Context: an optimization exercise on an open-source flow, tuned for a short achievable clock period and few clock cycles. The choices shown serve that exercise and are no tape-out recipe.
Function was checked by simulation only, so behaviour that the tests miss may differ from the original.

## run C
// modular_square_simple
module modular_square_simple
   #(
     parameter int MOD_LEN = 32
    )
   (
    input logic                   clk,
    input logic                   reset,
    input logic                   start,
    input logic [MOD_LEN-1:0]     sq_in,
    output logic [MOD_LEN-1:0]    sq_out,
    output logic                  valid
   );
For scale: about 68 I/O pins, ~52,000 sq um of cells after synthesis.
Settings: LEC_CHECK=0, CAP_MARGIN=20, CORE_MARGIN=2, CORE_UTILIZATION=25, SLEW_MARGIN=20; clock period 100.0 ns.
standard.sh (not shown) runs the stock make flow with config.mk's settings and CLKGATE_MAP_FILE= SYNTH_SCRIPT=/design/flow/synth_recipe.tcl, a recipe that flattens the netlist after the stock synthesis.
==> flow/flow/run.sh <==
#!/bin/bash
set -o pipefail
cp standard.sh standard.sh.log.txt 2>/dev/null
export BUFFER_PORTS_ARGS="-buffer_cell sky130_fd_sc_hd__buf_4"
bash standard.sh > standard.log 2>&1
Run C closes out successfully: all stages finished, all timing, DRC and antenna checks passed.
Testbench counts of run C, summed over its fixed seeds: cycles 2,080.
Inputs modified between run C and run B:
# run C
export LEC_CHECK = 0
export CAP_MARGIN = 20
export CORE_MARGIN = 2
export CORE_UTILIZATION = 25
export SLEW_MARGIN = 20
create_clock -name core_clock -period 100.0 [get_ports {clk}]
# run B
export LEC_CHECK = 0
export CAP_MARGIN = 20
export CORE_MARGIN = 2
export CORE_UTILIZATION = 25
export SLEW_MARGIN = 90
create_clock -name core_clock -period 100.0 [get_ports {clk}]
==> flow/run.sh (new file) <==
#!/bin/bash
# synth_recipe.tcl (not shown) runs the flow's synth.tcl, then flattens the netlist and writes it again
# the make line also repeats each setting of config.mk as NAME=value (left out here)
make -C /OpenROAD-flow-scripts/flow DESIGN_CONFIG=/design/flow/config.mk WORK_HOME=/design/flow/orfs CLKGATE_MAP_FILE= SYNTH_SCRIPT=/design/flow/synth_recipe.tcl finish
removed: flow/flow/run.sh
removed: flow/standard.sh
### Flow results
- Among run C and run B, the run that stopped before the end is run B, and it is the only one.
- From run B to run C, die span in y did not move at all.
- Comparing run B against run C, there is no change at all in fraction of the mapped netlist area in adder cells.
- Diff run B..run C | starting utilization of the core area | unchanged
- Max placed instance area across run C and run B: run B


== lane 2 ==
modular_square_simple again, from the RTL that the note above started with.
clock: 100.0 ns
lec_check: 0
cap_margin: 20
core_margin: 2
core_utilization: 25
slew_margin: 20
==> flow/flow/run.sh <==
#!/bin/bash
set -o pipefail
export BUFFER_PORTS_ARGS="-buffer_cell sky130_fd_sc_hd__buf_6"
export PRE_DETAIL_PLACE_TCL="$PWD/flow/pre_dp.tcl"
bash standard.sh > standard.log 2>&1
==> flow/flow/pre_dp.tcl <==
# Before detailed placement: the result flip-flops drive the sq_out port
# buffers directly; give them the stronger dfxtp_2 (same function).
foreach i [get_cells {cur_sq*}] {
  if {[get_property $i ref_name] eq "sky130_fd_sc_hd__dfxtp_1"} {
    replace_cell $i sky130_fd_sc_hd__dfxtp_2
  }
}
Lane 2 | stages: all done | timing, DRC, antenna: all pass
Testbench counts of lane 2, summed over its fixed seeds: cycles 2,080.
#### Input delta (lane 1 over lane 2)
==> flow/run.sh (new file) <==
#!/bin/bash
# synth_recipe.tcl (not shown) runs the flow's synth.tcl, then flattens the netlist and writes it again
# the make line also repeats each setting of config.mk as NAME=value (left out here)
make -C /OpenROAD-flow-scripts/flow DESIGN_CONFIG=/design/flow/config.mk WORK_HOME=/design/flow/orfs CLKGATE_MAP_FILE= SYNTH_SCRIPT=/design/flow/synth_recipe.tcl finish
removed: flow/flow/run.sh
removed: flow/flow/pre_dp.tcl
removed: flow/standard.sh
==> comparison <==
Compared with lane 2, lane 1 shows top achievable clock speed that has gone down by a few percent. On design area, lane 2 and lane 1 are neck and neck. Comparing lane 1 with lane 2, the core utilization came out essentially unchanged. Going from lane 2 to lane 1, number of clock-tree buffers in the layout shrinks by 2. Looking at capture point of the critical path, the sq_out[6] result is from lane 1; the sq_out[7] one comes from lane 2. Changes observed in lane 1 relative to lane 2: total length of routed wires grew by about 3.2%; via count of the first global-routing pass held steady. Lane 1 vs lane 2: global-route usage up. Area growth from synthesis to layout: lane 1 vs lane 2, no meaningful difference. Area of the mapped netlist: lane 1 vs lane 2 identical.

==> re-timing with driven ports <==
In the flow no input, the clock included, has a driving cell. The finished layouts below were timed again as built, in two steps. Step 1 assumes that a clkbuf_16 drives the clock port and a buf_2 every other input. Step 2, shift: input delay + t, output delay - t, t = (earliest + latest rising clock arrival at the registers) / 2. This alone moves slack from input paths to output paths. a / b / c = ideal / step 1 / step 2; a / b = the first two.
run | t, ns | setup slack, ns | worst hold slack (ns) | worst setup path at the end | worst data-port slew with drivers (ns)
run C | 0.361 | 79.137 / 79.104 / 79.034 | 0.474 / 0.474 / 0.474 | input to register | 0.04
lane 2 | 0.355 | 79.195 / 79.165 / 79.111 | 0.469 / 0.469 / 0.469 | input to register | 0.05
lane 1 | 0.362 | 78.679 / 78.646 / 78.539 | 0.460 / 0.460 / 0.460 | input to register | 0.04
After both steps every run listed still meets setup and hold. For lane 1, which loses most, drivers alone change the setup slack by -0.033 ns; drivers and shift together by -0.140 ns.
